This is an optimization exercise on Yosys and OpenROAD, whose aim is a short achievable clock period and few clock cycles, not a production implementation.
Where RTL was checked, it was by simulation tests only, not by an equivalence proof against the original.
For runs 2, 4 and 5, only the layout was checked, not whether the RTL still works.
Power figures rest on the tool's default switching activity, not on a simulated workload.

File: design/flow/flow/run.sh
#!/bin/bash
# Standard ORFS layout, with repair_timing asked for extra setup margin so
# that it keeps optimising below the (loose) clock constraint.
set -euo pipefail
MARGIN=${MARGIN:-6.2}
bash standard.sh SETUP_SLACK_MARGIN=$MARGIN finish > standard_flow.log 2>&1
File: design/flow/standard.sh
#!/bin/bash
# synth_recipe.tcl (not shown) runs the flow's synth.tcl, then flattens the netlist and writes it again
# the make line also repeats each setting of config.mk as NAME=value (left out here)
make -C /OpenROAD-flow-scripts/flow DESIGN_CONFIG=/design/flow/config.mk WORK_HOME=/design/flow/orfs CLKGATE_MAP_FILE= SYNTH_SCRIPT=/design/flow/synth_recipe.tcl "${@:-finish}"
File: design/flow/config.mk
export PLATFORM = sky130hd
export DESIGN_NAME = CPU
export DESIGN_NICKNAME = CPU
export VERILOG_FILES = /design/flow/design.v
export SDC_FILE = /design/flow/constraint.sdc
export NUM_CORES = 4
export LEC_CHECK = 0
export ABC_CLOCK_PERIOD_IN_PS = 2500
export CAP_MARGIN = 20
export CORE_MARGIN = 2
export CORE_UTILIZATION = 40
export SLEW_MARGIN = 20
File: design/flow/constraint.sdc
create_clock -name core_clock -period 9.5 [get_ports {clk}]
set_input_delay 1.9000 -clock core_clock [delete_from_list [all_inputs] [get_ports {clk}]]
set_output_delay 1.9000 -clock core_clock [all_outputs]
set_load 0.01 [all_outputs]
File: design/flow/design.v
module ks_add32(
    input  [31:0] a,
    input  [31:0] b,
    input         cin,
    output [31:0] s,
    output        cout
    );
    wire [31:0] p0 = a ^ b;
    wire [31:0] g0 = a & b;
    wire [31:0] g1, p1, g2, p2, g3, p3, g4, p4, g5, p5;
    wire [31:0] gi = {g0[31:1], g0[0] | (p0[0] & cin)};
    genvar i;
    generate
        for (i = 0; i < 32; i = i + 1) begin : l1
            if (i >= 1) begin
                assign g1[i] = gi[i] | (p0[i] & gi[i-1]);
                assign p1[i] = p0[i] & p0[i-1];
            end else begin
                assign g1[i] = gi[i];
                assign p1[i] = p0[i];
            end
        end
        for (i = 0; i < 32; i = i + 1) begin : l2
            if (i >= 2) begin
                assign g2[i] = g1[i] | (p1[i] & g1[i-2]);
                assign p2[i] = p1[i] & p1[i-2];
            end else begin
                assign g2[i] = g1[i];
                assign p2[i] = p1[i];
            end
        end
        for (i = 0; i < 32; i = i + 1) begin : l3
            if (i >= 4) begin
                assign g3[i] = g2[i] | (p2[i] & g2[i-4]);
                assign p3[i] = p2[i] & p2[i-4];
            end else begin
                assign g3[i] = g2[i];
                assign p3[i] = p2[i];
            end
        end
        for (i = 0; i < 32; i = i + 1) begin : l4
            if (i >= 8) begin
                assign g4[i] = g3[i] | (p3[i] & g3[i-8]);
                assign p4[i] = p3[i] & p3[i-8];
            end else begin
                assign g4[i] = g3[i];
                assign p4[i] = p3[i];
            end
        end
        for (i = 0; i < 32; i = i + 1) begin : l5
            if (i >= 16) begin
                assign g5[i] = g4[i] | (p4[i] & g4[i-16]);
                assign p5[i] = p4[i] & p4[i-16];
            end else begin
                assign g5[i] = g4[i];
                assign p5[i] = p4[i];
            end
        end
    endgenerate
    wire [32:0] c = {g5, cin};
    assign s = p0 ^ c[31:0];
    assign cout = c[32];
endmodule
module ks_lt32(
    input  [31:0] a,
    input  [31:0] b,
    output        ltu,
    output        lts
    );
    wire [31:0] s;
    wire        cout;
    ks_add32 sub(.a(a), .b(~b), .cin(1'b1), .s(s), .cout(cout));
    assign ltu = ~cout;
    assign lts = ~cout ^ a[31] ^ b[31];
endmodule
module Register_File(
    input         clk,
    input  [4:0]  ra1, ra2,
    output [31:0] rd1, rd2,
    input  [4:0]  wa,
    input  [31:0] wd,
    input         we
    );
    reg [31:0] rf [1:31];
    assign rd1 = (ra1 == 5'd0) ? 32'd0 : rf[ra1];
    assign rd2 = (ra2 == 5'd0) ? 32'd0 : rf[ra2];
    always @(posedge clk) begin
        if (we && wa != 5'd0)
            rf[wa] <= wd;
    end
endmodule
module CPU(
    input clk,
    input rstn,
    output [31:0] imem_addr,
    input  [31:0] imem_rdata,
    output [31:0] dmem_addr,
    output [31:0] dmem_wdata,
    output dmem_we,
    input  [31:0] dmem_rdata
    );
    reg  [31:0] pc_f;
    reg         wr_e, ld_e, st_e, cb_e, beq_e, blt_e, bltu_e, jalr_e;
    reg         pt_e;
    reg  [4:0]  rd_e;
    reg  [31:0] a_e, b_e, sd_e, pre_e, alt_e;
    reg  [3:0]  bi_e;
    reg         fa_r_e, fa_l_e, fa_n_e;      
    reg         fb_r_e, fb_l_e, fb_n_e;      
    reg         fs_r_e, fs_l_e, fs_n_e;      
    reg         s_add_e, s_sub_e, s_xor_e, s_or_e, s_and_e, s_sll_e, s_sr_e, s_pre_e;
    reg         sra_e;
    reg  [4:0]  sh_e;
    reg         wr_m, ld_m, st_m;
    reg  [4:0]  rd_m;
    reg  [31:0] res_m, sd_m;
    reg         bht_v [0:15];
    reg  [1:0]  bht_c [0:15];
    reg         upd_v, upd_t;
    reg  [3:0]  upd_i;
    assign dmem_addr  = res_m;
    assign dmem_wdata = sd_m;
    assign dmem_we    = st_m;
    wire [31:0] wbd = ld_m ? dmem_rdata : res_m;
    assign imem_addr = pc_f;
    wire [31:0] ir  = imem_rdata;
    wire [6:0]  op  = ir[6:0];
    wire [4:0]  rs1 = ir[19:15];
    wire [4:0]  rs2 = ir[24:20];
    wire [4:0]  rd  = ir[11:7];
    wire [2:0]  f3  = ir[14:12];
    wire is_op    = (op[6:2] == 5'b01100);
    wire is_opi   = (op[6:2] == 5'b00100);
    wire is_lui   = (op[6:2] == 5'b01101);
    wire is_auipc = (op[6:2] == 5'b00101);
    wire is_ld    = (op[6:2] == 5'b00000);
    wire is_st    = (op[6:2] == 5'b01000);
    wire is_br    = (op[6:2] == 5'b11000);
    wire is_jal   = (op[6:2] == 5'b11011);
    wire is_jalr  = (op[6:2] == 5'b11001);
    wire wrs      = is_op | is_opi | is_lui | is_auipc | is_ld | is_jal | is_jalr;
    wire [31:0] imm_i = {{20{ir[31]}}, ir[31:20]};
    wire [31:0] imm_s = {{20{ir[31]}}, ir[31:25], ir[11:7]};
    wire [31:0] imm_b = {{20{ir[31]}}, ir[7], ir[30:25], ir[11:8], 1'b0};
    wire [31:0] imm_u = {ir[31:12], 12'b0};
    wire [31:0] imm_j = {{12{ir[31]}}, ir[19:12], ir[20], ir[30:21], 1'b0};
    wire [31:0] tgt_b, tgt_j, tgt_u;
    ks_add32 add_b(.a(pc_f), .b(imm_b), .cin(1'b0), .s(tgt_b), .cout());
    ks_add32 add_j(.a(pc_f), .b(imm_j), .cin(1'b0), .s(tgt_j), .cout());
    assign tgt_u = {pc_f[31:12] + ir[31:12], pc_f[11:0]};
    wire [31:0] pc4_f = pc_f + 32'd4;
    wire br_nop = ~ir[31] & ~ir[7] & (ir[30:25] == 6'd0) & (ir[11:8] == 4'd2);
    wire cb_f   = is_br & ~br_nop;
    wire [3:0] bi   = pc_f[5:2];
    wire       sdir = (rs1 == rs2) ? (f3 == 3'b000) : ir[31];
    wire       dir  = bht_v[bi] ? bht_c[bi][1] : sdir;
    wire       pt_f = cb_f & dir;
    wire [31:0] rf1, rf2;
    Register_File Register_File_dut(
        .clk(clk), .ra1(rs1), .ra2(rs2), .rd1(rf1), .rd2(rf2),
        .wa(rd_m), .wd(wbd), .we(wr_m)
    );
    wire byp1 = wr_m & (rd_m == rs1);
    wire byp2 = wr_m & (rd_m == rs2);
    wire [31:0] rv1 = byp1 ? wbd : rf1;
    wire [31:0] rv2 = byp2 ? wbd : rf2;
    wire use_imm = is_opi | is_ld | is_st | is_jalr;
    wire [31:0] imm_alu = is_st ? imm_s : imm_i;
    wire m1 = wr_e & (rd_e == rs1);
    wire m2 = wr_e & (rd_e == rs2);
    wire [31:0] A = ({32{fa_r_e}} & res_m) | ({32{fa_l_e}} & dmem_rdata) | ({32{fa_n_e}} & a_e);
    wire [31:0] B = ({32{fb_r_e}} & res_m) | ({32{fb_l_e}} & dmem_rdata) | ({32{fb_n_e}} & b_e);
    wire [31:0] S = ({32{fs_r_e}} & res_m) | ({32{fs_l_e}} & dmem_rdata) | ({32{fs_n_e}} & sd_e);
    wire [31:0] sum, dif;
    ks_add32 add_u(.a(A), .b(B),  .cin(1'b0), .s(sum), .cout());
    ks_add32 sub_u(.a(A), .b(~B), .cin(1'b1), .s(dif), .cout());
    wire ltu, lts;
    ks_lt32 cmp_u(.a(A), .b(B), .ltu(ltu), .lts(lts));
    wire eq = (A == B);
    wire [31:0] shl = A << sh_e;
    wire [31:0] shr = $signed({sra_e & A[31], A}) >>> sh_e;
    wire [31:0] res_e = ({32{s_add_e}} & sum)
                      | ({32{s_sub_e}} & dif)
                      | ({32{s_xor_e}} & (A ^ B))
                      | ({32{s_or_e }} & (A | B))
                      | ({32{s_and_e}} & (A & B))
                      | ({32{s_sll_e}} & shl)
                      | ({32{s_sr_e }} & shr)
                      | ({32{s_pre_e}} & pre_e);
    wire taken_e    = (beq_e & eq) | (blt_e & lts) | (bltu_e & ltu);
    wire redirect_e = (cb_e & (taken_e ^ pt_e)) | jalr_e;
    wire [31:0] rtgt_e = jalr_e ? {sum[31:1], 1'b0} : alt_e;
    wire [31:0] npc_p = is_jal ? tgt_j : (pt_f ? tgt_b : pc4_f);
    wire [31:0] npc   = redirect_e ? rtgt_e : npc_p;
    always @(posedge clk or negedge rstn) begin
        if (!rstn)
            pc_f <= 32'd0;
        else
            pc_f <= npc;
    end
    wire go = ~redirect_e;
    always @(posedge clk or negedge rstn) begin
        if (!rstn) begin
            wr_e <= 1'b0; ld_e <= 1'b0; st_e <= 1'b0; cb_e <= 1'b0;
            beq_e <= 1'b0; blt_e <= 1'b0; bltu_e <= 1'b0; jalr_e <= 1'b0;
        end else begin
            wr_e   <= go & wrs & (rd != 5'd0);
            ld_e   <= go & is_ld;
            st_e   <= go & is_st;
            cb_e   <= go & cb_f;
            beq_e  <= go & cb_f & (f3 == 3'b000);
            blt_e  <= go & cb_f & (f3 == 3'b100);
            bltu_e <= go & cb_f & (f3 == 3'b110);
            jalr_e <= go & is_jalr;
        end
    end
    always @(posedge clk) begin
        rd_e    <= rd;
        pt_e    <= pt_f;
        bi_e    <= bi;
        a_e     <= rv1;
        b_e     <= use_imm ? imm_alu : rv2;
        sd_e    <= rv2;
        alt_e   <= pt_f ? pc4_f : tgt_b;
        fa_r_e  <= m1 & ~ld_e;
        fa_l_e  <= m1 & ld_e;
        fa_n_e  <= ~m1;
        fb_r_e  <= ~use_imm & m2 & ~ld_e;
        fb_l_e  <= ~use_imm & m2 & ld_e;
        fb_n_e  <= use_imm | ~m2;
        fs_r_e  <= m2 & ~ld_e;
        fs_l_e  <= m2 & ld_e;
        fs_n_e  <= ~m2;
        pre_e   <= is_lui ? imm_u : (is_auipc ? tgt_u : pc4_f);
        s_add_e <= (is_op & ~ir[30] & (f3 == 3'b000)) | (is_opi & (f3 == 3'b000)) | is_ld | is_st;
        s_sub_e <= is_op & ir[30] & (f3 == 3'b000);
        s_xor_e <= (is_op | is_opi) & (f3 == 3'b100);
        s_or_e  <= (is_op | is_opi) & (f3 == 3'b110);
        s_and_e <= (is_op | is_opi) & (f3 == 3'b111);
        s_sll_e <= is_opi & (f3 == 3'b001);
        s_sr_e  <= is_opi & (f3 == 3'b101);
        s_pre_e <= is_lui | is_auipc | is_jal | is_jalr;
        sra_e   <= ir[30];
        sh_e    <= ir[24:20];
    end
    always @(posedge clk or negedge rstn) begin
        if (!rstn) begin
            wr_m <= 1'b0; ld_m <= 1'b0; st_m <= 1'b0; upd_v <= 1'b0;
        end else begin
            wr_m <= wr_e; ld_m <= ld_e; st_m <= st_e; upd_v <= cb_e;
        end
    end
    always @(posedge clk) begin
        rd_m  <= rd_e;
        res_m <= res_e;
        sd_m  <= S;
        upd_t <= taken_e;
        upd_i <= bi_e;
    end
    integer k;
    always @(posedge clk or negedge rstn) begin
        if (!rstn) begin
            for (k = 0; k < 16; k = k + 1) bht_v[k] <= 1'b0;
        end else if (upd_v) begin
            bht_v[upd_i] <= 1'b1;
        end
    end
    always @(posedge clk) begin
        if (upd_v) begin
            if (!bht_v[upd_i])
                bht_c[upd_i] <= upd_t ? 2'b11 : 2'b00;
            else if (upd_t && bht_c[upd_i] != 2'b11)
                bht_c[upd_i] <= bht_c[upd_i] + 2'b01;
            else if (!upd_t && bht_c[upd_i] != 2'b00)
                bht_c[upd_i] <= bht_c[upd_i] - 2'b01;
        end
    end
endmodule
==> impl_metrics.ini, run 1 <==
[status]
status = complete, no violations

[run]
max-cap-violations = 0

[sta]
hold_ws_ps = 326
post-route-period-util_pct = 54.0
grt_setup_unrepaired = true
fin_tns_setup_ps = 0
fmax_ghz = 0.195
finalSetupViolations = 0
fin_skew_ps = 56.5
hold_viol_final = 0
tightest_slew_ps = 1270
fin_crit_ps = 5130
max-slew-margin-rel_pct = 15.0
slew_violations = 0

[final_layout]
fin_area_um2 = 93400
layout.cells.non_filler = 8441
areaGrowthSynthToFinish_pct = 29.9
top_register = Register_File_dut.rf
fin_nets = 6184
final_layout_size_suffix_gt1_share_pct = 40.3
largest_reg_flops = 992

[critical_path]
crit_fanout = 6
worstPathArrival_ps = 5820
crit_path_top_delay_cell = a2111oi_4
path_delay_family = compound AO/OA/AOI/OAI gates
worstSetupEndpointType = register
cpPeakStageDelay_ps = 390
cp.required_ps = 10190
crit_type = input port to register
cp.buffers_inverters = 9
rrSetupSlack_ps = 4710
crit_chain = buf_8, a222oi_1, buf_4, inv_4, ha_4, inv_4, a2111oi_4, a21oi_4, a211o_4, a211oi_4, xnor2_2, a221oi_4, buf_12, mux2i_4, buf_6, buf_8, buf_16, buf_12, a21oi_2, a22oi_1
critPathLaunchType = input port

[synthesis]
yosys.area.top_type = edfxtp_1
ys_seq_area_share_pct = 52.3
yosys_warnings = 3
synth_edf_count = 1024
yosysTopAreaCellShare_pct = 42.8
async_flop_share_pct = 4.44
synth_top_cells_by_count = 1024 x edfxtp_1, 586 x mux4_2, 380 x nor2_1
syn_nets = 5517
syn_area_per_cell_um2 = 13.6
synthTopCellsByArea = edfxtp_1 43%, mux4_2 18%, dfxtp_1 7.4%, mux2i_1 3.7%, ha_1 2.7%
ys.flop_type = edfxtp_1
synth_cells = 5290
synth-seq-cells = 1351
synth_cell_types = 84
yosysMostFrequentCell = edfxtp_1
synth_area_um2 = 71900

[power]
irDropWorstVdd_mv = 0.211
cellPowerDensity_nw_per_um2 = 221
p_leak_nw = 33.3
power_mw = 20.7

[routing]
first_pass_iters = 9
route.detailed.drc = 0
postRouteAntennaNets = 0
vias_per_cell = 6.54
dr_total_vias = 55200
drt-wirelength-per-cell_um = 34.5
drtIter0Drc = 7609
routed_wl_mm = 291

[cts]
cts_root_buffer = clkbuf_16
cts_buffers = 146
htreeDepth = 4
path_clk_slew_ps = 60
clk_latency_ps = 830
cts_tree = built
cts.sinks = 1351
clockBufferDepth = 3

[place]
place_inst = 7527
hpwlAfterDp_mm = 166
placed_area_um2 = 76900
port_buffers = 160
place_congestion = 0.979

[grt]
antenna_found_initial = 13
grt-ovfl-total = 0
grt_pass1_vias = 53700
grt_usage_pct = 30.8
grt_pass1_wl_mm = 404
grt_max_degree = 76

[floorplan]
die-area_um2 = 183000
fp.coreArea_um2 = 179000
die_y_um = 428
fp.dieW_um = 428
ios = 163
start_util_pct = 40.3
fp-row-count = 155

[min_path]
hp-class = register to register
cell type report:
cell class | count | area (um2)
diodes | 14 | 35.0
well taps | 2355 | 2950
clock inverters | 67 | 751
fillers | 14600 | 85200
inverters | 211 | 832
repair buffers | 919 | 10600
clock buffers | 196 | 3910
flip-flops and latches | 1351 | 37800
multi-input cells | 3328 | 36600
metrics by stage:
stage,worst slack (ps),utilization (%)
CTS,4600,50.8
floorplan,4020,-
global placement,1790,43.0
finish,4370,52.3
global route,4320,52.3
detailed placement,1780,43.0
final timing paths:
kind / cells past startpoint / startpoint / to
max in group asynchronous: 2 / rstn / pc_f[3]$_DFF_PN0_
max: 20 / dmem_rdata[5] / pc_f[28]$_DFF_PN0_
max reg2reg: 20 / fb_r_e$_DFF_P_ / pc_f[28]$_DFF_PN0_
min in group asynchronous: 2 / rstn / pc_f[23]$_DFF_PN0_
min: 0 / bi_e[2]$_DFF_P_ / upd_i[2]$_DFF_P_
min reg2reg: 0 / bi_e[2]$_DFF_P_ / upd_i[2]$_DFF_P_
kinds of logic (layout without fill, tap and decap cells):
group,count (synthesis),in the layout,synth area share [%]
multiplexers,927,927,23.2
buffers and inverters,613,1393,3.24
AND/OR/NAND/NOR,942,943,5.91
XOR/XNOR,146,146,1.78
other,0,14,0
AO/OA/AOI/OAI,1150,1151,10.7
adder cells (fa/ha/maj),161,161,2.85
flip-flops,1351,1351,52.3
worst register-to-register path, delay by kind of cell, from the launching register on:
kind	cells	cell delay (ps)
AO/OA/AOI/OAI	7	1120
adder cells (fa/ha/maj)	1	230
buffers and inverters	9	1560
flip-flops	1	720
multiplexers	1	240
AND/OR/NAND/NOR	2	820
placed cells by master, fill, tap and decap left out, types with 41 or more instances in the layout:
master     synthesis  final
buf_2             16     52
xor2_1            59     54
clkbuf_1         301     43
buf_4              0    470
buf_6              1    180
mux2i_4            0     41
nand2_1          244    227
mux4_2           586    586
a21oi_2            1     58
mux2i_1          267    203
xnor2_1           87     70
mux2_2            74     43
ha_4               0     59
dfxtp_1          267    222
buf_16             0     80
nand3_1           67     58
inv_1            204    185
a21oi_1          326    239
a211oi_1          55     45
ha_1             156     84
o21ai_0          193    124
edfxtp_1        1024   1024
clkbuf_16          0    164
nor2_1           380    331
buf_12             0     52
a222oi_1          90     90
power breakdown:
group	total [mW]	switching [mW]	internal, mW
combinational	7.63	4.34	3.29
clock	5.63	2.50	3.12
sequential	7.39	0.343	7.05
timing repair:
action,CTS,global route
pin swaps,263,194
hold endpoints to repair,0,0
endpoints found under the setup margin,628,352
buffers inserted,424,124
resized for setup,1523,317
gates cloned,71,17
hold buffers,0,0
layer usage:
layer  vias to the layer above  part of all wire (%)  global-route usage [%]
met5                         -                 0.016                       0
met4                         6                   8.0                    20.0
met3                       888                    10                    6.23
met2                      3449                    46                    48.9
met1                     28400                    36                    38.4
li1                      22500                     -                       -
Testbench counts, summed over its fixed seeds: cycles 37,683.
==> run 2: changes to the inputs <==
--- a/design/flow/design.v
+++ b/design/flow/design.v
@@ -74,4 +74,28 @@
     assign lts = ~cout ^ a[31] ^ b[31];
 endmodule
+module cmp32(
+    input  [31:0] a,
+    input  [31:0] b,
+    output        eq,
+    output        ltu,
+    output        lts
+    );
+    assign eq = (a == b);
+    ks_lt32 lt(.a(a), .b(b), .ltu(ltu), .lts(lts));
+endmodule
+module pc_add #(
+    parameter W = 13
+)(
+    input  [31:0]  pc,
+    input  [W-1:0] imm,
+    output [31:0]  s
+    );
+    wire [W:0] lo = {1'b0, pc[W-1:0]} + {1'b0, imm};
+    wire [31-W:0] hi   = pc[31:W];
+    wire [31-W:0] hi_p = hi + 1'b1;
+    wire [31-W:0] hi_m = hi - 1'b1;
+    assign s[W-1:0] = lo[W-1:0];
+    assign s[31:W]  = (imm[W-1] == lo[W]) ? hi : (lo[W] ? hi_p : hi_m);
+endmodule
 module Register_File(
     input         clk,
@@ -106,6 +130,6 @@
     reg  [31:0] a_e, b_e, sd_e, pre_e, alt_e;
     reg  [3:0]  bi_e;
-    reg         fa_r_e, fa_l_e, fa_n_e;      
-    reg         fb_r_e, fb_l_e, fb_n_e;      
+    reg         fa_r_e, fa_l_e;      
+    reg         fb_r_e, fb_l_e;      
     reg         fs_r_e, fs_l_e, fs_n_e;      
     reg         s_add_e, s_sub_e, s_xor_e, s_or_e, s_and_e, s_sll_e, s_sr_e, s_pre_e;
@@ -114,14 +138,15 @@
     reg         wr_m, ld_m, st_m;
     reg  [4:0]  rd_m;
-    reg  [31:0] res_m, sd_m;
+    reg  [31:0] res_m, sd_m, addr_m;
+    reg  [31:0] pc_o;            
     reg         bht_v [0:15];
     reg  [1:0]  bht_c [0:15];
     reg         upd_v, upd_t;
     reg  [3:0]  upd_i;
-    assign dmem_addr  = res_m;
+    assign dmem_addr  = addr_m;
     assign dmem_wdata = sd_m;
     assign dmem_we    = st_m;
     wire [31:0] wbd = ld_m ? dmem_rdata : res_m;
-    assign imem_addr = pc_f;
+    assign imem_addr = pc_o;
     wire [31:0] ir  = imem_rdata;
     wire [6:0]  op  = ir[6:0];
@@ -146,6 +171,6 @@
     wire [31:0] imm_j = {{12{ir[31]}}, ir[19:12], ir[20], ir[30:21], 1'b0};
     wire [31:0] tgt_b, tgt_j, tgt_u;
-    ks_add32 add_b(.a(pc_f), .b(imm_b), .cin(1'b0), .s(tgt_b), .cout());
-    ks_add32 add_j(.a(pc_f), .b(imm_j), .cin(1'b0), .s(tgt_j), .cout());
+    pc_add #(.W(13)) add_b(.pc(pc_f), .imm(imm_b[12:0]), .s(tgt_b));
+    pc_add #(.W(21)) add_j(.pc(pc_f), .imm(imm_j[20:0]), .s(tgt_j));
     assign tgt_u = {pc_f[31:12] + ir[31:12], pc_f[11:0]};
     wire [31:0] pc4_f = pc_f + 32'd4;
@@ -169,13 +194,24 @@
     wire m1 = wr_e & (rd_e == rs1);
     wire m2 = wr_e & (rd_e == rs2);
-    wire [31:0] A = ({32{fa_r_e}} & res_m) | ({32{fa_l_e}} & dmem_rdata) | ({32{fa_n_e}} & a_e);
-    wire [31:0] B = ({32{fb_r_e}} & res_m) | ({32{fb_l_e}} & dmem_rdata) | ({32{fb_n_e}} & b_e);
-    wire [31:0] S = ({32{fs_r_e}} & res_m) | ({32{fs_l_e}} & dmem_rdata) | ({32{fs_n_e}} & sd_e);
+    wire [31:0] D  = dmem_rdata;
+    wire [31:0] Ae = fa_r_e ? res_m : a_e;
+    wire [31:0] Be = fb_r_e ? res_m : b_e;
+    wire [31:0] A  = fa_l_e ? D : Ae;
+    wire [31:0] B  = fb_l_e ? D : Be;
+    wire [31:0] S  = ({32{fs_r_e}} & res_m) | ({32{fs_l_e}} & D) | ({32{fs_n_e}} & sd_e);
     wire [31:0] sum, dif;
     ks_add32 add_u(.a(A), .b(B),  .cin(1'b0), .s(sum), .cout());
     ks_add32 sub_u(.a(A), .b(~B), .cin(1'b1), .s(dif), .cout());
-    wire ltu, lts;
-    ks_lt32 cmp_u(.a(A), .b(B), .ltu(ltu), .lts(lts));
-    wire eq = (A == B);
+    wire eq_ee, ltu_ee, lts_ee, eq_de, ltu_de, lts_de, eq_ed, ltu_ed, lts_ed;
+    cmp32 c_ee(.a(Ae), .b(Be), .eq(eq_ee), .ltu(ltu_ee), .lts(lts_ee));
+    cmp32 c_de(.a(D),  .b(Be), .eq(eq_de), .ltu(ltu_de), .lts(lts_de));
+    cmp32 c_ed(.a(Ae), .b(D),  .eq(eq_ed), .ltu(ltu_ed), .lts(lts_ed));
+    wire eq  = (~fa_l_e & ~fb_l_e & eq_ee)  | (fa_l_e & ~fb_l_e & eq_de)  | (~fa_l_e & fb_l_e & eq_ed)  | (fa_l_e & fb_l_e);
+    wire ltu = (~fa_l_e & ~fb_l_e & ltu_ee) | (fa_l_e & ~fb_l_e & ltu_de) | (~fa_l_e & fb_l_e & ltu_ed);
+    wire lts = (~fa_l_e & ~fb_l_e & lts_ee) | (fa_l_e & ~fb_l_e & lts_de) | (~fa_l_e & fb_l_e & lts_ed);
+    wire [31:0] jt_e, jt_d;
+    ks_add32 add_je(.a(Ae), .b(b_e), .cin(1'b0), .s(jt_e), .cout());
+    ks_add32 add_jd(.a(D),  .b(b_e), .cin(1'b0), .s(jt_d), .cout());
+    wire [31:0] jt = fa_l_e ? jt_d : jt_e;
     wire [31:0] shl = A << sh_e;
     wire [31:0] shr = $signed({sra_e & A[31], A}) >>> sh_e;
@@ -190,7 +226,7 @@
     wire taken_e    = (beq_e & eq) | (blt_e & lts) | (bltu_e & ltu);
     wire redirect_e = (cb_e & (taken_e ^ pt_e)) | jalr_e;
-    wire [31:0] rtgt_e = jalr_e ? {sum[31:1], 1'b0} : alt_e;
+    wire [31:0] rtgt_e = jalr_e ? {jt[31:1], 1'b0} : alt_e;
     wire [31:0] npc_p = is_jal ? tgt_j : (pt_f ? tgt_b : pc4_f);
-    wire [31:0] npc   = redirect_e ? rtgt_e : npc_p;
+    wire [31:0] npc   = ({32{redirect_e}} & rtgt_e) | ({32{~redirect_e}} & npc_p);
     always @(posedge clk or negedge rstn) begin
         if (!rstn)
@@ -199,4 +235,6 @@
             pc_f <= npc;
     end
+    always @(posedge clk)
+        pc_o <= {32{rstn}} & npc;
     wire go = ~redirect_e;
     always @(posedge clk or negedge rstn) begin
@@ -225,8 +263,6 @@
         fa_r_e  <= m1 & ~ld_e;
         fa_l_e  <= m1 & ld_e;
-        fa_n_e  <= ~m1;
         fb_r_e  <= ~use_imm & m2 & ~ld_e;
         fb_l_e  <= ~use_imm & m2 & ld_e;
-        fb_n_e  <= use_imm | ~m2;
         fs_r_e  <= m2 & ~ld_e;
         fs_l_e  <= m2 & ld_e;
@@ -246,10 +282,12 @@
     always @(posedge clk or negedge rstn) begin
         if (!rstn) begin
-            wr_m <= 1'b0; ld_m <= 1'b0; st_m <= 1'b0; upd_v <= 1'b0;
+            wr_m <= 1'b0; ld_m <= 1'b0; upd_v <= 1'b0;
         end else begin
-            wr_m <= wr_e; ld_m <= ld_e; st_m <= st_e; upd_v <= cb_e;
+            wr_m <= wr_e; ld_m <= ld_e; upd_v <= cb_e;
         end
     end
     always @(posedge clk) begin
+        st_m  <= st_e;           
+        addr_m <= sum;
         rd_m  <= rd_e;
         res_m <= res_e;
==> design/flow/flow/run.sh (replaced) <==
#!/bin/bash
# Standard ORFS layout with two changes:
#  - no adder-cell mapping in synthesis (the adders are written as
#    parallel-prefix logic and are left to ABC);
#  - repair_timing asked for extra setup margin, so that it keeps optimising
#    below the (loose) clock constraint.
set -euo pipefail
MARGIN=${MARGIN:-6.0}
bash standard.sh ADDER_MAP_FILE= SETUP_SLACK_MARGIN=$MARGIN finish > standard_flow.log 2>&1
==> run 2 against run 1 <==
  * Die area is 11% higher
  * Wire length is 8.3% higher
  * Worst setup slack better by 440 ps
  * Still clean on timing, DRC and antenna
  * Total power is 2.2% higher
  * Synthesized cell count is 23% higher
  * Design area is 8.2% higher
  * Critical path type unchanged
  * First-iteration DRC count is 1.9% higher
  * Sequential share of layout area is 2.0 points lower
  * Global-route usage is 0.84 points lower
  * Largest cell class is now multi-input combinational cells
==> impl_metrics.ini, run 2 <==
[min_path]
hold_start = bi_e[2]$_DFF_P_
hp-class = register to register

[critical_path]
cp.buffers_inverters = 3
cpMostUsedCell = maj3_2
worstSetupEndpointType = register
crit_type = input port to register
worstPathArrival_ps = 5390
worstSetupStartpoint = dmem_rdata[4]
crit_fanout = 7
critPathLaunchType = input port
path_delay_family = compound AO/OA/AOI/OAI gates
cpPeakStageDelay_ps = 480
r2r-start = fa_r_e$_DFF_P_
crit_chain = buf_6, buf_12, a31oi_4, nor4_2, maj3_2, maj3_2, o21ai_4, a31oi_4, a211oi_4, maj3_2, a221oi_2, or4b_4, o211a_1, xnor2_1, buf_4, mux2i_4, and2_4
crit_path_top_delay_cell = or4b_4
cp.required_ps = 10210

[sta]
hold_viol_final = 0
slew_violations = 0
fin_crit_ps = 4680
fmax_ghz = 0.213
fin_tns_setup_ps = 0
fin_skew_ps = 60.7
max-slew-margin-rel_pct = 15.8
tightest_slew_ps = 1250
finalSetupViolations = 0
post-route-period-util_pct = 49.3
grt_setup_unrepaired = true

[synthesis]
synth_edf_count = 1024
synthTopCellsByArea = edfxtp_1 39%, mux4_2 15%, dfxtp_1 8.3%, mux2i_1 5.4%, xnor2_1 3.3%
synth_top_cells_by_count = 1024 x edfxtp_1, 527 x mux4_2, 510 x nor2_1
synth_area_um2 = 79600
ys_seq_area_share_pct = 48.8
synth_cell_types = 105
synth_cells = 6495
synth-seq-cells = 1413
yosys.area.top_type = edfxtp_1
ys.flop_type = edfxtp_1
async_flop_share_pct = 4.18
yosysMostFrequentCell = edfxtp_1
yosys_warnings = 3
syn_area_per_cell_um2 = 12.3
yosysTopAreaCellShare_pct = 38.6
syn_nets = 6561

[cts]
hold_buffers = 0
clockBufferDepth = 3
path_clk_slew_ps = 60
clk_latency_ps = 850
cts_root_buffer = clkbuf_16
cts_tree = built
cts_buffers = 155
cts.sinks = 1413
htreeDepth = 4

[status]
status = complete, no violations

[place]
place_congestion = 0.979
port_buffers = 160
hpwlAfterDp_mm = 191
placed_area_um2 = 85100

[routing]
vias_per_cell = 6.45
postRouteAntennaNets = 0
dr_total_vias = 62600
routed_wl_mm = 315
drt-wirelength-per-cell_um = 32.5
first_pass_iters = 6
route.detailed.drc = 0
drtIter0Drc = 7757

[grt]
grt_pass1_vias = 59700
grt-ovfl-total = 0
grt_usage_pct = 30.0
antenna_found_initial = 13
grt_pass1_wl_mm = 440
grt_max_degree = 102

[power]
cellPowerDensity_nw_per_um2 = 209
irDropWorstVdd_mv = 0.198
p_leak_nw = 35.1

[final_layout]
fin_nets = 6987
final_layout_size_suffix_gt1_share_pct = 33.7
top_register = Register_File_dut.rf
largest_reg_flops = 992
final_common_cell = edfxtp_1
areaGrowthSynthToFinish_pct = 27.0
fin_area_um2 = 101000
mostFrequentLayoutCells = 1024 x edfxtp_1, 527 x mux4_2, 428 x nor2_1

[run]
max-cap-violations = 0

[floorplan]
fp-row-count = 163
start_util_pct = 40.3
fp.coreArea_um2 = 198000
fp.dieW_um = 450
die_y_um = 450
ios = 163
die-area_um2 = 203000
## run 2: cell count changes after synthesis, moves of 62 or more
cell,before,now
nand2_1,244,401
xnor2_1,87,303
clkbuf_1,301,367
dfxtp_1,267,330
o21ai_0,193,307
mux2i_1,267,426
a21oi_1,326,390
nor2_1,380,510
maj3_1,0,109
xor2_1,59,121
ha_1,156,0
## run 2: final timing paths
path / end / slack (ps) / cells past startpoint
setup / recovery: pc_o[28]$_DFF_P_ / 4820 / 17
hold / removal: upd_i[2]$_DFF_P_ / 320 / 0
setup reg to reg: pc_o[27]$_DFF_P_ / 4930 / 16
hold reg to reg: upd_i[2]$_DFF_P_ / 320 / 0
max in group asynchronous: pc_f[3]$_DFF_PN0_ / 7360 / 2
min in group asynchronous: pc_f[16]$_DFF_PN0_ / 1020 / 1
## run 2: worst reg2reg max path, stage by stage, from the launching register on
cell and delay [ps]:
dfxtp_4 420, buf_12 140, buf_6 110, mux2_4 300, a22o_1 270, a31oi_1 220
o31ai_2 110, maj3_2 330, o211a_1 260, nor3_4 290, o221ai_2 180, maj3_2 330
maj3_2 320, xor2_1 160, o211ai_1 640, o21ai_1 240, and2_1 200
## run 2: layout make-up
cell class | instances | area (um2)
Fill cell | 16500 | 96500
Multi-Input combinational cell | 4409 | 43500
Clock inverter | 75 | 953
Timing Repair inverter | 3 | 45.0
Inverter | 155 | 658
Antenna cell | 4 | 10.0
Tap cell | 2640 | 3300
Timing Repair Buffer | 784 | 9390
Clock buffer | 210 | 4370
Sequential cell | 1413 | 38900
## run 2: power breakdown
part | internal (mW) | total (mW) | switching, mW
Sequential | 7.26 | 8.06 | 0.801
Clock | 3.60 | 6.33 | 2.72
Combinational | 2.93 | 6.72 | 3.79
## run 2: stage by stage
step | worst slack (ps) | std cells | hold slack, ps | total power, mW | utilization [%]
6_report | 4820 | 9693 | 320 | 21.1 | 51.2
5_1_grt | 4710 | 9692 | 337 | 21.8 | 51.1
4_1_cts | 4820 | 9520 | 324 | 20.5 | 49.4
3_5_place_dp | 2400 | 8925 | 312 | 13.4 | 43.1
3_3_place_gp | 2430 | 8924 | 311 | 13.4 | 43.1
2_1_floorplan | 4640 | 6495 | 310 | 11.5 | -
## run 2: cells by family after synthesis
logic type	Yosys count	share of synthesized area, %
AO/OA/AOI/OAI	1466	12.2
XOR/XNOR	426	4.71
adder cells (fa/ha/maj)	114	1.44
buffers and inverters	675	3.39
flip-flops	1413	48.8
multiplexers	1061	21.9
AND/OR/NAND/NOR	1340	7.61
## run 2: timing repair
action | CTS | global route
pin swaps | 225 | 188
hold endpoints to repair | 0 | 0
buffers inserted | 257 | 153
cloned | 53 | 16
gates resized for setup | 1113 | 382
setup endpoints to repair | 624 | 278
## run 2: layer usage
layer  share of wire (%)  track usage, %  vias to the layer above
met5               0.013               0                        -
met4                 6.5            16.2                        6
met3                 9.4            5.54                      751
met2                  46            46.9                     3594
met1                  38            39.5                    32000
li1                    -               -                    26200
==> run 3: changes to the inputs <==
--- a/design/flow/design.v
+++ b/design/flow/design.v
@@ -194,4 +194,5 @@
     wire m1 = wr_e & (rd_e == rs1);
     wire m2 = wr_e & (rd_e == rs2);
+    wire stall = is_jalr & m1 & ld_e;
     wire [31:0] D  = dmem_rdata;
     wire [31:0] Ae = fa_r_e ? res_m : a_e;
@@ -210,8 +211,6 @@
     wire ltu = (~fa_l_e & ~fb_l_e & ltu_ee) | (fa_l_e & ~fb_l_e & ltu_de) | (~fa_l_e & fb_l_e & ltu_ed);
     wire lts = (~fa_l_e & ~fb_l_e & lts_ee) | (fa_l_e & ~fb_l_e & lts_de) | (~fa_l_e & fb_l_e & lts_ed);
-    wire [31:0] jt_e, jt_d;
-    ks_add32 add_je(.a(Ae), .b(b_e), .cin(1'b0), .s(jt_e), .cout());
-    ks_add32 add_jd(.a(D),  .b(b_e), .cin(1'b0), .s(jt_d), .cout());
-    wire [31:0] jt = fa_l_e ? jt_d : jt_e;
+    wire [31:0] jt;
+    ks_add32 add_je(.a(Ae), .b(b_e), .cin(1'b0), .s(jt), .cout());
     wire [31:0] shl = A << sh_e;
     wire [31:0] shr = $signed({sra_e & A[31], A}) >>> sh_e;
@@ -228,5 +227,6 @@
     wire [31:0] rtgt_e = jalr_e ? {jt[31:1], 1'b0} : alt_e;
     wire [31:0] npc_p = is_jal ? tgt_j : (pt_f ? tgt_b : pc4_f);
-    wire [31:0] npc   = ({32{redirect_e}} & rtgt_e) | ({32{~redirect_e}} & npc_p);
+    wire [31:0] npc_s = stall ? pc_f : npc_p;
+    wire [31:0] npc   = ({32{redirect_e}} & rtgt_e) | ({32{~redirect_e}} & npc_s);
     always @(posedge clk or negedge rstn) begin
         if (!rstn)
@@ -237,5 +237,5 @@
     always @(posedge clk)
         pc_o <= {32{rstn}} & npc;
-    wire go = ~redirect_e;
+    wire go = ~redirect_e & ~stall;
     always @(posedge clk or negedge rstn) begin
         if (!rstn) begin
--- a/design/flow/flow/run.sh
+++ b/design/flow/flow/run.sh
@@ -7,3 +7,3 @@
 set -euo pipefail
 MARGIN=${MARGIN:-6.0}
-bash standard.sh ADDER_MAP_FILE= SETUP_SLACK_MARGIN=$MARGIN finish > standard_flow.log 2>&1
+bash standard.sh ADDER_MAP_FILE= MATCH_CELL_FOOTPRINT=0 SETUP_SLACK_MARGIN=$MARGIN finish > standard_flow.log 2>&1
==> run 3 against run 2 <==
  * Non-clock buffer count fell by 100
  * Critical path depth down 1
  * Synthesized cell count decreased by 2.9%
  * Largest power group unchanged
  * Still clean
  * Total power shrank 2.4%
  * Final cell count decreased by 2.8%
  * Clock power decreased by 3.5%
  * Clock skew fell by 13 ps
  * Die area fell by 1.6%
==> impl_metrics.ini, run 3 <==
[cts]
cts_tree = built
hold_buffers = 0
cts.sinks = 1413
cts_root_buffer = clkbuf_16
clockBufferDepth = 3
clk_latency_ps = 840
path_clk_slew_ps = 60
htreeDepth = 4
cts_buffers = 158

[final_layout]
mostFrequentLayoutCells = 1024 x edfxtp_1, 522 x mux4_2, 396 x nor2_1
final_common_cell = edfxtp_1
fin_area_um2 = 98000
final_layout_size_suffix_gt1_share_pct = 32.0
fin_nets = 6713
areaGrowthSynthToFinish_pct = 25.2
top_register = Register_File_dut.rf
largest_reg_flops = 992

[synthesis]
yosys_warnings = 3
synth_compound_area_share_pct = 11.8
synthTopCellsByArea = edfxtp_1 39%, mux4_2 15%, dfxtp_1 8.4%, mux2i_1 5.4%, xnor2_1 2.9%
synth_cell_types = 108
synth_xor_area_share_pct = 4.01
async_flop_share_pct = 4.18
synth-simple-area-share_pct = 7.58
yosysTopAreaCellShare_pct = 39.3
synth_top_family_by_area = multiplexers
syn_area_per_cell_um2 = 12.4
ys.flop_type = edfxtp_1
synth_area_um2 = 78300
synth_edf_count = 1024
synth_top_cells_by_count = 1024 x edfxtp_1, 522 x mux4_2, 460 x nor2_1
ys_seq_area_share_pct = 49.6
yosysMostFrequentCell = edfxtp_1
yosys.area.top_type = edfxtp_1
yosys.area_share.adder_pct = 1.19
synth-seq-cells = 1413
synth_cells = 6307
syn_nets = 6373
muxShareOfSynthArea_pct = 22.4

[sta]
fin_skew_ps = 47.3
hold_viol_final = 0
grt_setup_unrepaired = true
fin_tns_setup_ps = 0
post-route-period-util_pct = 47.7
max-slew-margin-rel_pct = 9.48
fin_crit_ps = 4530
finalSetupViolations = 0
tightest_slew_ps = 1320
fmax_ghz = 0.221
slew_violations = 0

[routing]
route.detailed.drc = 0
drt-wirelength-per-cell_um = 33.1
vias_per_cell = 6.49
dr_total_vias = 61100
first_pass_iters = 17
routed_wl_mm = 312
drtIter0Drc = 8116
postRouteAntennaNets = 0

[critical_path]
path_delay_family = compound AO/OA/AOI/OAI gates
crit_fanout = 4
worstSetupStartpoint = dmem_rdata[2]
cp.required_ps = 10180
cpPeakStageDelay_ps = 390
worstPathArrival_ps = 5210
reg2regPathDepth = 18
critPathLaunchType = input port
crit_path_top_delay_cell = or3_4
reg2reg_to = pc_f[29]$_DFF_PN0_
crit_type = input port to register
worstSetupEndpointType = register
cpMostUsedCell = buf_12
cp.buffers_inverters = 4
r2r-start = fa_r_e$_DFF_P_
rrSetupSlack_ps = 4990
crit_chain = buf_12, inv_6, mux2_4, buf_12, xnor2_4, a211oi_2, o31a_2, a211o_4, a21oi_4, buf_12, o41ai_4, a311o_1, nand2_2, or3_4, and3_4, or3_1

[floorplan]
ios = 163
die_y_um = 446
fp.coreArea_um2 = 195000
start_util_pct = 40.2
die-area_um2 = 199000
fp-row-count = 162
fp.dieW_um = 446

[run]
max-cap-violations = 0

[status]
status = complete, no violations

[min_path]
worstHoldPathCells = 0
hp-class = register to register
hold-path-endpoint = upd_i[0]$_DFF_P_
hold_start = bi_e[0]$_DFF_P_

[power]
irDropWorstVdd_mv = 0.210
cellPowerDensity_nw_per_um2 = 210
p_leak_nw = 34.7

[place]
place_congestion = 0.963
port_buffers = 160
placed_area_um2 = 83700
hpwlAfterDp_mm = 192

[grt]
grt_max_degree = 82
grt_pass1_vias = 58200
grt_pass1_wl_mm = 435
antenna_found_initial = 22
grt-ovfl-total = 0
grt_usage_pct = 30.5
[run 3: cell types whose count changed after synthesis, moves of 20 or more]
cell	change
xor2_1	-27
a21oi_1	-45
maj3_1	-25
o21ai_0	-53
nand3_1	+28
nor2_1	-50
xnor2_1	-40
o22ai_1	+20
o21ai_1	+35
and2_1	-29
a211oi_1	+26
[run 3: timing repair]
item	in CTS	in global routing
pin swaps	179	143
resized for setup	972	307
gates cloned	49	11
setup buffers	228	95
endpoints found under the setup margin	551	233
[run 3: routing by layer]
layer | wire (um) | GRT usage [%]
met5 | 48 | 0
met4 | 22500 | 18.6
met3 | 31200 | 6.37
met2 | 141000 | 47.1
met1 | 117000 | 39.4
[run 3: area by class of cell]
cell class	count	area (um2)
repair buffers	684	8170
clock buffers	216	4400
diodes	13	32.5
flip-flops and latches	1413	38900
repair inverters	2	22.5
multi-input cells	4231	41800
clock inverters	77	709
well taps	2624	3280
inverters	157	722
fillers	16600	96800
[run 3: worst max-delay path by stage]
| stage | end | cells after the start |
|---|---|---|
| 5_1_grt | pc_f[29]$_DFF_PN0_ | 17 |
| 4_1_cts | addr_m[28]$_DFF_P_ | 13 |
| 3_3_place_gp | addr_m[28]$_DFF_P_ | 13 |
| 3_5_place_dp | addr_m[28]$_DFF_P_ | 13 |
| 2_1_floorplan | pc_o[27]$_DFF_P_ | 15 |
| 6_report | res_m[19]$_DFF_P_ | 16 |
[run 3: metrics by stage]
stage / util [%] / instances / setup slack, ps / hold WS, ps / power [mW]
2_1_floorplan: - / 6307 / 4760 / 310 / 11.3
3_3_place_gp: 43.0 / 8727 / 2520 / 310 / 13.1
3_5_place_dp: 43.0 / 8728 / 2580 / 312 / 13.1
4_1_cts: 49.0 / 9298 / 5100 / 325 / 20.0
5_1_grt: 50.3 / 9413 / 4950 / 329 / 21.2
6_report: 50.3 / 9417 / 4970 / 324 / 20.6
[run 3: cells by family after synthesis]
group,after synthesis
AO/OA/AOI/OAI,1403
XOR/XNOR,358
adder cells (fa/ha/maj),92
buffers and inverters,664
flip-flops,1413
multiplexers,1069
AND/OR/NAND/NOR,1308
[run 3: power by group]
part,internal (mW),switching [mW],leakage (nW)
Combinational,2.79,3.71,19.2
Sequential,7.23,0.754,13.0
Clock,3.43,2.67,2.48
[run 3: worst register-to-register path, delay by kind of cell, from the launching register on]
family	cells	cell delay, ps
buffers and inverters	5	840
muxes	4	1220
and+or+nand+nor	3	380
DFF	1	390
AOI/OAI and AO/OA	6	1540
Testbench counts of run 3, summed over its fixed seeds: cycles 37,683.
==> run 4: changes to the inputs <==
--- a/design/flow/design.v
+++ b/design/flow/design.v
@@ -138,5 +138,6 @@
     reg         wr_m, ld_m, st_m;
     reg  [4:0]  rd_m;
-    reg  [31:0] res_m, sd_m, addr_m;
+    reg  [31:0] res_m, sd_m, addr_m, alt_m;
+    reg         late_m, tk_m, pt_m;
     reg  [31:0] pc_o;            
     reg         bht_v [0:15];
@@ -208,7 +209,10 @@
     cmp32 c_de(.a(D),  .b(Be), .eq(eq_de), .ltu(ltu_de), .lts(lts_de));
     cmp32 c_ed(.a(Ae), .b(D),  .eq(eq_ed), .ltu(ltu_ed), .lts(lts_ed));
-    wire eq  = (~fa_l_e & ~fb_l_e & eq_ee)  | (fa_l_e & ~fb_l_e & eq_de)  | (~fa_l_e & fb_l_e & eq_ed)  | (fa_l_e & fb_l_e);
-    wire ltu = (~fa_l_e & ~fb_l_e & ltu_ee) | (fa_l_e & ~fb_l_e & ltu_de) | (~fa_l_e & fb_l_e & ltu_ed);
-    wire lts = (~fa_l_e & ~fb_l_e & lts_ee) | (fa_l_e & ~fb_l_e & lts_de) | (~fa_l_e & fb_l_e & lts_ed);
+    wire late_e  = cb_e & (fa_l_e | fb_l_e);
+    wire taken_ee = (beq_e & eq_ee) | (blt_e & lts_ee) | (bltu_e & ltu_ee);
+    wire eq_l  = (fa_l_e & ~fb_l_e & eq_de)  | (~fa_l_e & fb_l_e & eq_ed)  | (fa_l_e & fb_l_e);
+    wire ltu_l = (fa_l_e & ~fb_l_e & ltu_de) | (~fa_l_e & fb_l_e & ltu_ed);
+    wire lts_l = (fa_l_e & ~fb_l_e & lts_de) | (~fa_l_e & fb_l_e & lts_ed);
+    wire taken_l  = (beq_e & eq_l) | (blt_e & lts_l) | (bltu_e & ltu_l);
     wire [31:0] jt;
     ks_add32 add_je(.a(Ae), .b(b_e), .cin(1'b0), .s(jt), .cout());
@@ -223,10 +227,11 @@
                       | ({32{s_sr_e }} & shr)
                       | ({32{s_pre_e}} & pre_e);
-    wire taken_e    = (beq_e & eq) | (blt_e & lts) | (bltu_e & ltu);
-    wire redirect_e = (cb_e & (taken_e ^ pt_e)) | jalr_e;
+    wire taken_e    = late_e ? taken_l : taken_ee;
+    wire redirect_l = late_m & (tk_m ^ pt_m);
+    wire redirect_e = ~redirect_l & ((cb_e & ~late_e & (taken_ee ^ pt_e)) | jalr_e);
     wire [31:0] rtgt_e = jalr_e ? {jt[31:1], 1'b0} : alt_e;
     wire [31:0] npc_p = is_jal ? tgt_j : (pt_f ? tgt_b : pc4_f);
     wire [31:0] npc_s = stall ? pc_f : npc_p;
-    wire [31:0] npc   = ({32{redirect_e}} & rtgt_e) | ({32{~redirect_e}} & npc_s);
+    wire [31:0] npc   = ({32{redirect_l}} & alt_m) | ({32{redirect_e}} & rtgt_e) | ({32{~redirect_l & ~redirect_e}} & npc_s);
     always @(posedge clk or negedge rstn) begin
         if (!rstn)
@@ -237,5 +242,5 @@
     always @(posedge clk)
         pc_o <= {32{rstn}} & npc;
-    wire go = ~redirect_e & ~stall;
+    wire go = ~redirect_e & ~redirect_l & ~stall;
     always @(posedge clk or negedge rstn) begin
         if (!rstn) begin
@@ -282,11 +287,15 @@
     always @(posedge clk or negedge rstn) begin
         if (!rstn) begin
-            wr_m <= 1'b0; ld_m <= 1'b0; upd_v <= 1'b0;
+            wr_m <= 1'b0; ld_m <= 1'b0; upd_v <= 1'b0; late_m <= 1'b0;
         end else begin
-            wr_m <= wr_e; ld_m <= ld_e; upd_v <= cb_e;
+            wr_m <= wr_e & ~redirect_l; ld_m <= ld_e & ~redirect_l;
+            upd_v <= cb_e & ~redirect_l; late_m <= late_e & ~redirect_l;
         end
     end
     always @(posedge clk) begin
-        st_m  <= st_e;           
+        st_m  <= st_e & ~redirect_l;     
+        tk_m  <= taken_l;
+        pt_m  <= pt_e;
+        alt_m <= alt_e;
         addr_m <= sum;
         rd_m  <= rd_e;
==> run 4 against run 3 <==
  * Largest cell class unchanged
  * Largest power group unchanged
  * Maximum frequency up 4.1%
  * Highest routed layer unchanged
  * Still clean
  * Wire length up 5.8%
  * Synthesized cell count up 1.6%
  * Sequential share of layout area down 0.88 points
==> impl_metrics.ini, run 4 <==
[status]
status = complete, no violations

[final_layout]
areaGrowthSynthToFinish_pct = 28.3
seqCellArea_um2 = 39600
multiInputGateArea_um2 = 43200
largest_reg_flops = 992
final_layout_size_suffix_gt1_share_pct = 35.8
layout.cells.non_filler = 9697
fillerInstances = 16400
top_register = Register_File_dut.rf
mostFrequentLayoutCells = 1024 x edfxtp_1, 544 x mux4_2, 453 x buf_4
fin_nets = 6992
final_common_cell = edfxtp_1

[synthesis]
synthTopCellsByArea = edfxtp_1 39%, mux4_2 15%, dfxtp_1 9.2%, mux2i_1 5.0%, xnor2_1 2.8%
yosys.area.top_type = edfxtp_1
yosysMostFrequentCell = edfxtp_1
yosysTopAreaCellShare_pct = 38.6
syn_nets = 6477
async_flop_share_pct = 4.14
syn_area_per_cell_um2 = 12.4
synth_area_um2 = 79600
synth_cells = 6411
synth_cell_types = 108
synth-seq-cells = 1448
synth_edf_count = 1024
ys_seq_area_share_pct = 49.7
yosys_warnings = 3
ys.flop_type = edfxtp_1
synth_top_cells_by_count = 1024 x edfxtp_1, 544 x mux4_2, 492 x nor2_1

[critical_path]
crit_type = input port to register
worstPathArrival_ps = 5100
worstSetupEndpointType = register
crit_fanout = 4
r2r-start = fa_r_e$_DFF_P_
cp.required_ps = 10240
critPathLaunchType = input port
reg2reg_to = pc_o[20]$_DFF_P_
reg2regPathDepth = 19
rrSetupSlack_ps = 5160

[floorplan]
ios = 163
fp-row-count = 163
die_y_um = 450
fp.dieW_um = 450
die-area_um2 = 203000
start_util_pct = 40.3
fp.coreArea_um2 = 198000

[routing]
routed_wl_mm = 330
route.detailed.drc = 0
top_layer_used = met5
first_pass_iters = 9
vias_per_cell = 6.53
met3_length_mm = 35.9
wl_met1_mm = 119
dr_total_vias = 63300
drtIter0Drc = 8172
drt-wirelength-per-cell_um = 34.0
postRouteAntennaNets = 0
wl_met2_mm = 150

[grt]
grt_pass1_wl_mm = 458
grt_usage_pct = 31.4
grt_max_degree = 83
antenna_found_initial = 17
grt-ovfl-total = 0
grt_pass1_vias = 61100

[sta]
finalSetupViolations = 0
fmax_ghz = 0.230
hold_ws_ps = 313
max-slew-margin-rel_pct = 20.8
tightest_slew_ps = 1180
fin_tns_setup_ps = 0
post-route-period-util_pct = 45.9
hold_viol_final = 0
setup_slack_ps = 5140
fin_crit_ps = 4360
fin_skew_ps = 86.8
grt_setup_unrepaired = true
slew_violations = 0

[cts]
clockBufferDepth = 3
cts_buffers = 158
cts.sinks = 1448
cts_tree = built
clk_latency_ps = 880
path_clk_slew_ps = 60
cts_root_buffer = clkbuf_16
htreeDepth = 4
hold_buffers = 0

[min_path]
hold_start = alt_e[15]$_DFF_P_
hp-class = register to register
hold-path-endpoint = alt_m[15]$_DFF_P_
worstHoldPathCells = 0

[power]
power_mw = 21.3
cellPowerDensity_nw_per_um2 = 209
irDropWorstVdd_mv = 0.206
p_leak_nw = 36.7

[run]
max-cap-violations = 0

[place]
place_congestion = 0.993
hpwlAfterDp_mm = 197
place_inst = 8846
port_buffers = 160
pre_cts_slack_ps = 3150
-- run 4: changes by cell type in the layout (fill, tap and decap cells not counted), moves of 28 or more --
cell     before  now
buf_12       52   84
maj3_2       30   58
buf_4       329  453
a21oi_1     277  249
dfxtp_1     318  354
mux2i_1     325  289
o21ai_1      81   38
-- run 4: cell families (layout without fill, tap and decap cells) --
| group | Yosys count | count (layout) | share of synthesized area (%) |
|---|---|---|---|
| xor gates and xnor gates | 368 | 368 | 4.07 |
| adders and majority gates | 97 | 97 | 1.23 |
| other | 0 | 9 | 0 |
| DFF | 1448 | 1448 | 49.7 |
| AOI/OAI and AO/OA | 1360 | 1360 | 11.6 |
| muxes | 1055 | 1055 | 22.1 |
| buffers and inverters | 684 | 1318 | 3.41 |
| and+or+nand+nor | 1399 | 1402 | 7.96 |
-- run 4: worst max path at each step --
| stage | from | depth (start not counted) | end | slack, ps |
|---|---|---|---|---|
| global route | fa_r_e$_DFF_P_ | 16 | res_m[29]$_DFF_P_ | 5110 |
| finish | imem_rdata[13] | 14 | pre_e[30]$_DFF_P_ | 5140 |
| floorplan | dmem_rdata[0] | 13 | res_m[29]$_DFF_P_ | 4820 |
| detailed placement | dmem_rdata[19] | 12 | res_m[31]$_DFF_P_ | 3150 |
| global placement | dmem_rdata[19] | 12 | res_m[31]$_DFF_P_ | 3160 |
| CTS | imem_rdata[12] | 14 | pre_e[30]$_DFF_P_ | 5110 |
-- run 4: power by group --
part           switching (mW)  leakage [nW]  internal (mW)
clock                    2.78          2.53           3.53
combinational            3.85          21.0           2.97
sequential              0.750          13.2           7.47
total                    7.38          36.7           14.0
-- run 4: routing by layer --
layer  global-route usage (%)  vias to the layer above
li1                         -                    26100
met1                     39.6                    32200
met2                     49.2                     4031
met3                     7.43                      982
met4                     19.1                        6
met5                        0                        -
-- run 4: what timing repair did --
item / CTS / global route
endpoints found under the setup margin: 569 / 260
gates resized for setup: 1187 / 293
pin swaps: 257 / 172
setup buffers: 358 / 124
gates cloned: 64 / 12
-- run 4: stage by stage --
stage	util (%)	area [um2]
after floorplan	-	82200
after global placement	43.1	85200
after detailed placement	43.1	85200
after CTS	50.2	99300
after global routing	51.7	102000
final	51.7	102000
-- run 4: cell type report --
| class | instances | share of cell area [%] |
|---|---|---|
| timing repair inverter | 2 | 0.0159 |
| antenna | 9 | 0.0221 |
| inverter | 166 | 0.673 |
| tap | 2640 | 3.24 |
| timing repair buffer | 868 | 9.83 |
| sequential | 1448 | 38.8 |
| clock buffer | 200 | 4.11 |
| clock inverter | 82 | 1.01 |
| multi-input combinational | 4282 | 42.3 |
-- run 4: critical path, stage by stage --
cell and delay, ps:
clkbuf_2 90, buf_6 120, a31oi_4 230, o31ai_4 100, o2111ai_4 270, o2111ai_2 170
a221oi_2 360, o31ai_2 130, maj3_2 350, maj3_2 310, maj3_2 360, xnor2_2 160
or3_4 350, a31oi_4 200
==> run 5: changes to the inputs <==
--- a/design/flow/design.v
+++ b/design/flow/design.v
@@ -129,4 +129,6 @@
     reg  [4:0]  rd_e;
     reg  [31:0] a_e, b_e, sd_e, pre_e, alt_e;
+    reg  [19:0] pch_e;           
+    reg         aui_e;
     reg  [3:0]  bi_e;
     reg         fa_r_e, fa_l_e;      
@@ -171,8 +173,7 @@
     wire [31:0] imm_u = {ir[31:12], 12'b0};
     wire [31:0] imm_j = {{12{ir[31]}}, ir[19:12], ir[20], ir[30:21], 1'b0};
-    wire [31:0] tgt_b, tgt_j, tgt_u;
+    wire [31:0] tgt_b, tgt_j;
     pc_add #(.W(13)) add_b(.pc(pc_f), .imm(imm_b[12:0]), .s(tgt_b));
     pc_add #(.W(21)) add_j(.pc(pc_f), .imm(imm_j[20:0]), .s(tgt_j));
-    assign tgt_u = {pc_f[31:12] + ir[31:12], pc_f[11:0]};
     wire [31:0] pc4_f = pc_f + 32'd4;
     wire br_nop = ~ir[31] & ~ir[7] & (ir[30:25] == 6'd0) & (ir[11:8] == 4'd2);
@@ -219,4 +220,5 @@
     wire [31:0] shl = A << sh_e;
     wire [31:0] shr = $signed({sra_e & A[31], A}) >>> sh_e;
+    wire [31:0] pre_v = {aui_e ? pre_e[31:12] + pch_e : pre_e[31:12], pre_e[11:0]};
     wire [31:0] res_e = ({32{s_add_e}} & sum)
                       | ({32{s_sub_e}} & dif)
@@ -226,5 +228,5 @@
                       | ({32{s_sll_e}} & shl)
                       | ({32{s_sr_e }} & shr)
-                      | ({32{s_pre_e}} & pre_e);
+                      | ({32{s_pre_e}} & pre_v);
     wire taken_e    = late_e ? taken_l : taken_ee;
     wire redirect_l = late_m & (tk_m ^ pt_m);
@@ -243,18 +245,14 @@
         pc_o <= {32{rstn}} & npc;
     wire go = ~redirect_e & ~redirect_l & ~stall;
-    always @(posedge clk or negedge rstn) begin
-        if (!rstn) begin
-            wr_e <= 1'b0; ld_e <= 1'b0; st_e <= 1'b0; cb_e <= 1'b0;
-            beq_e <= 1'b0; blt_e <= 1'b0; bltu_e <= 1'b0; jalr_e <= 1'b0;
-        end else begin
-            wr_e   <= go & wrs & (rd != 5'd0);
-            ld_e   <= go & is_ld;
-            st_e   <= go & is_st;
-            cb_e   <= go & cb_f;
-            beq_e  <= go & cb_f & (f3 == 3'b000);
-            blt_e  <= go & cb_f & (f3 == 3'b100);
-            bltu_e <= go & cb_f & (f3 == 3'b110);
-            jalr_e <= go & is_jalr;
-        end
+    wire gor = go & rstn;
+    always @(posedge clk) begin
+        wr_e   <= gor & wrs & (rd != 5'd0);
+        ld_e   <= gor & is_ld;
+        st_e   <= gor & is_st;
+        cb_e   <= gor & cb_f;
+        beq_e  <= gor & cb_f & (f3 == 3'b000);
+        blt_e  <= gor & cb_f & (f3 == 3'b100);
+        bltu_e <= gor & cb_f & (f3 == 3'b110);
+        jalr_e <= gor & is_jalr;
     end
     always @(posedge clk) begin
@@ -273,5 +271,7 @@
         fs_l_e  <= m2 & ld_e;
         fs_n_e  <= ~m2;
-        pre_e   <= is_lui ? imm_u : (is_auipc ? tgt_u : pc4_f);
+        pre_e   <= is_lui ? imm_u : (is_auipc ? {ir[31:12], pc_f[11:0]} : pc4_f);
+        pch_e   <= pc_f[31:12];
+        aui_e   <= is_auipc;
         s_add_e <= (is_op & ~ir[30] & (f3 == 3'b000)) | (is_opi & (f3 == 3'b000)) | is_ld | is_st;
         s_sub_e <= is_op & ir[30] & (f3 == 3'b000);
==> run 5 against run 4 <==
  * Sequential cell count up 21
  * Synthesized area about the same
  * Global-route usage fell by 1.8 points
  * Critical path type unchanged
  * Clock power is 2% higher
  * Largest cell class unchanged
  * Still clean
  * Core utilization shrank 0.89 points
  * Clock skew down 16 ps
  * Critical endpoint is now res_m[30]$_DFF_P_
  * Critical path depth did not move
  * Highest routed layer unchanged
  * Via count decreased by 2.5%
  * Worst setup slack got worse by 270 ps
  * Register-to-register slack got worse by 200 ps
==> impl_metrics.ini, run 5 <==
[cts]
hold_buffers = 0
clk_latency_ps = 860
cts_tree = built
clockBufferDepth = 3
cts.sinks = 1469
cts_root_buffer = clkbuf_16
htreeDepth = 4
path_clk_slew_ps = 60
cts_buffers = 159

[critical_path]
crit_path_top_delay_cell = or4_4
cp.required_ps = 10250
crit_fanout = 4
cp.buffers_inverters = 2
critPathLaunchType = input port
crit_type = input port to register
worst-path-stages = 14
worstSetupEndpointType = register
worstPathArrival_ps = 5370
cpPeakStageDelay_ps = 550
path_delay_family = compound AO/OA/AOI/OAI gates
reg2regPathDepth = 16
crit_chain = buf_12, mux2_4, xnor2_4, or4_4, or3_4, o211a_4, o31a_1, a221oi_2, nor3_4, o31ai_4, buf_4, mux2i_2, a2111oi_2, a211o_1

[synthesis]
yosysTopAreaCellShare_pct = 38.6
syn_area_per_cell_um2 = 12.4
synth_area_um2 = 79600
synth_top_cells_by_count = 1024 x edfxtp_1, 557 x mux4_2, 511 x nor2_1
synth_cell_types = 88
synthTopCellsByArea = edfxtp_1 39%, mux4_2 16%, dfxtp_1 9.9%, mux2i_1 4.9%, xnor2_1 2.6%
syn_nets = 6491
yosys_warnings = 3
async_flop_share_pct = 3.54
yosys.area.top_type = edfxtp_1
synth_edf_count = 1024
synth_cells = 6425
ys_seq_area_share_pct = 50.2
synth-seq-cells = 1469
yosysMostFrequentCell = edfxtp_1
ys.flop_type = edfxtp_1

[sta]
fmax_ghz = 0.216
post-route-period-util_pct = 48.7
tightest_slew_ps = 1290
grt_setup_unrepaired = true
max-slew-margin-rel_pct = 14.0
finalSetupViolations = 0
hold_viol_final = 0
fin_skew_ps = 70.5
fin_crit_ps = 4630
fin_tns_setup_ps = 0
slew_violations = 0

[grt]
grt-ovfl-total = 0
antenna_found_initial = 26
grt_usage_pct = 29.7
grt_pass1_vias = 59400
grt_pass1_wl_mm = 436
grt_max_degree = 103

[final_layout]
fillerInstances = 16700
areaGrowthSynthToFinish_pct = 26.1
mostFrequentLayoutCells = 1024 x edfxtp_1, 557 x mux4_2, 437 x nand2_1
fin_area_um2 = 100000
fin_nets = 6909
largest_reg_flops = 992
top_register = Register_File_dut.rf
final_common_cell = edfxtp_1
final_layout_size_suffix_gt1_share_pct = 32.6

[run]
max-cap-violations = 0

[power]
clockPowerShare_pct = 30.2
power.switching_mw = 7.30
cellPowerDensity_nw_per_um2 = 212
p_seq_share_pct = 39.2
internal_power_mw = 13.9
p_leak_nw = 35.9
irDropWorstVdd_mv = 0.218
switching_share_pct = 34.4
p_comb_share_pct = 30.6

[place]
hpwlAfterDp_mm = 195
place_congestion = 0.968
port_buffers = 160
placed_area_um2 = 85200

[floorplan]
die-area_um2 = 203000
fp.coreArea_um2 = 198000
die_y_um = 450
fp-row-count = 163
fp.dieW_um = 450
ios = 163
start_util_pct = 40.3

[routing]
postRouteAntennaNets = 0
vias_per_cell = 6.41
drt-wirelength-per-cell_um = 32.4
first_pass_iters = 9
wl_met1_mm = 116
route.detailed.drc = 0
wl_met2_mm = 146
drtIter0Drc = 7972
routed_wl_mm = 312
dr_total_vias = 61700
met3_length_mm = 29.6
top_layer_used = met5

[min_path]
worstHoldPathCells = 0
hp-class = register to register

[status]
status = complete, no violations
## run 5: changes by cell type after synthesis, sizes merged, moves of 16 or more
cell / previous run / this run
nand2: 443 / 475
buf: 161 / 132
dfxtp: 364 / 393
and2: 46 / 74
nor2b: 42 / 23
nor3: 63 / 84
xnor2: 250 / 234
o221ai: 50 / 32
nor2: 494 / 511
a211oi: 107 / 78
## run 5: worst paths after layout
| kind | start | end | slack [ps] |
|---|---|---|---|
| worst max-delay path | dmem_rdata[11] | res_m[30]$_DFF_P_ | 4870 |
| worst min register to register | bi_e[0]$_DFF_P_ | upd_i[0]$_DFF_P_ | 330 |
| worst max register to register | fb_l_e$_DFF_P_ | res_m[30]$_DFF_P_ | 4960 |
| min in group asynchronous | rstn | pc_f[0]$_DFF_PN0_ | 1010 |
| worst min-delay path | bi_e[0]$_DFF_P_ | upd_i[0]$_DFF_P_ | 330 |
| max in group asynchronous | rstn | pc_f[13]$_DFF_PN0_ | 7290 |
## run 5: power by group through the flow
stage | registers, mW | clock network [mW] | logic, mW
2_1_floorplan | 8.04 | 0 | 3.62
3_3_place_gp | 8.40 | 0 | 5.16
3_5_place_dp | 8.41 | 0 | 5.18
4_1_cts | 8.29 | 6.48 | 5.92
5_1_grt | 8.39 | 6.73 | 6.83
6_report | 8.33 | 6.42 | 6.49
## run 5: layout make-up
class,count,area (um2),share of cell area (%)
Multi-Input combinational cell,4312,42400,42.3
Tap cell,2640,3300,3.29
Clock buffer,197,4180,4.17
Antenna cell,21,52.6,0.0524
Inverter,164,676,0.673
Clock inverter,90,1160,1.16
Timing Repair inverter,1,11.3,0.0112
Sequential cell,1469,39900,39.8
Timing Repair Buffer,736,8610,8.58
## run 5: metrics by stage
stage	setup WS [ps]	instances	hold slack, ps	total power [mW]	util, %
finish	4870	9630	326	21.2	50.8
global placement	2530	8884	310	13.6	43.1
global route	4820	9620	329	21.9	50.8
floorplan	4540	6425	310	11.7	-
CTS	4960	9435	324	20.7	49.1
detailed placement	2530	8886	312	13.6	43.1
## run 5: logic make-up after synthesis
| kind of cell | synth area share [%] |
|---|---|
| AO/OA/AOI/OAI | 11.1 |
| XOR/XNOR | 3.86 |
| adder cells (fa/ha/maj) | 1.18 |
| buffers and inverters | 3.11 |
| flip-flops | 50.2 |
| multiplexers | 22.3 |
| AND/OR/NAND/NOR | 8.28 |
## run 5: layer usage
layer	up-vias	track usage [%]
li1	25900	-
met1	31400	37.9
met2	3596	47.2
met3	833	6.08
met4	12	16.6
met5	-	0
## run 5: timing repair
| action | 4_1_cts | 5_1_grt |
|---|---|---|
| pin swaps | 156 | 188 |
| gates cloned | 38 | 18 |
| resized for setup | 969 | 364 |
| setup buffers | 224 | 153 |
| endpoints found under the setup margin | 554 | 217 |
## run 5: worst reg2reg max path, delay by kind of cell (launching register included)
family,cells,cell delay [ps]
DFF,1,300
buffers and inverters,4,850
AOI/OAI and AO/OA,6,1520
xor gates and xnor gates,1,120
and+or+nand+nor,3,1020
muxes,2,610

static timing again, ports no longer ideal:
No port has a modelled driver above. Below, the same layouts with a new extraction and two added sets of constraints. Step 1: set_driving_cell puts a clkbuf_16 on clk and a buf_2 on each other input, an assumption about the parent block. Step 2 moves the port delays by t, midway between the first and last clock arrival at a register: inputs arrive t later, outputs are due t later. That takes back most of the time a late clock gives input paths. Slacks: ideal / step 1 / step 2; pairs: ideal / step 1.
| run | t (ns) | setup slack, ns | latest minus earliest clock arrival (ns) |
|---|---|---|---|
| run 1 | 0.893 | 4.371 / 4.366 / 3.473 | 0.056 / 0.056 |
| run 2 | 0.908 | 4.815 / 4.815 / 3.907 | 0.067 / 0.067 |
| run 3 | 0.909 | 4.966 / 4.937 / 4.027 | 0.049 / 0.049 |
| run 4 | 0.920 | 5.143 / 5.094 / 4.174 | 0.088 / 0.088 |
| run 5 | 0.917 | 4.871 / 4.821 / 3.904 | 0.090 / 0.089 |
After both steps every run listed still meets setup and hold. The setup slack of run 4, which loses most, moves by -0.049 ns with the drivers and by -0.969 ns with both steps.
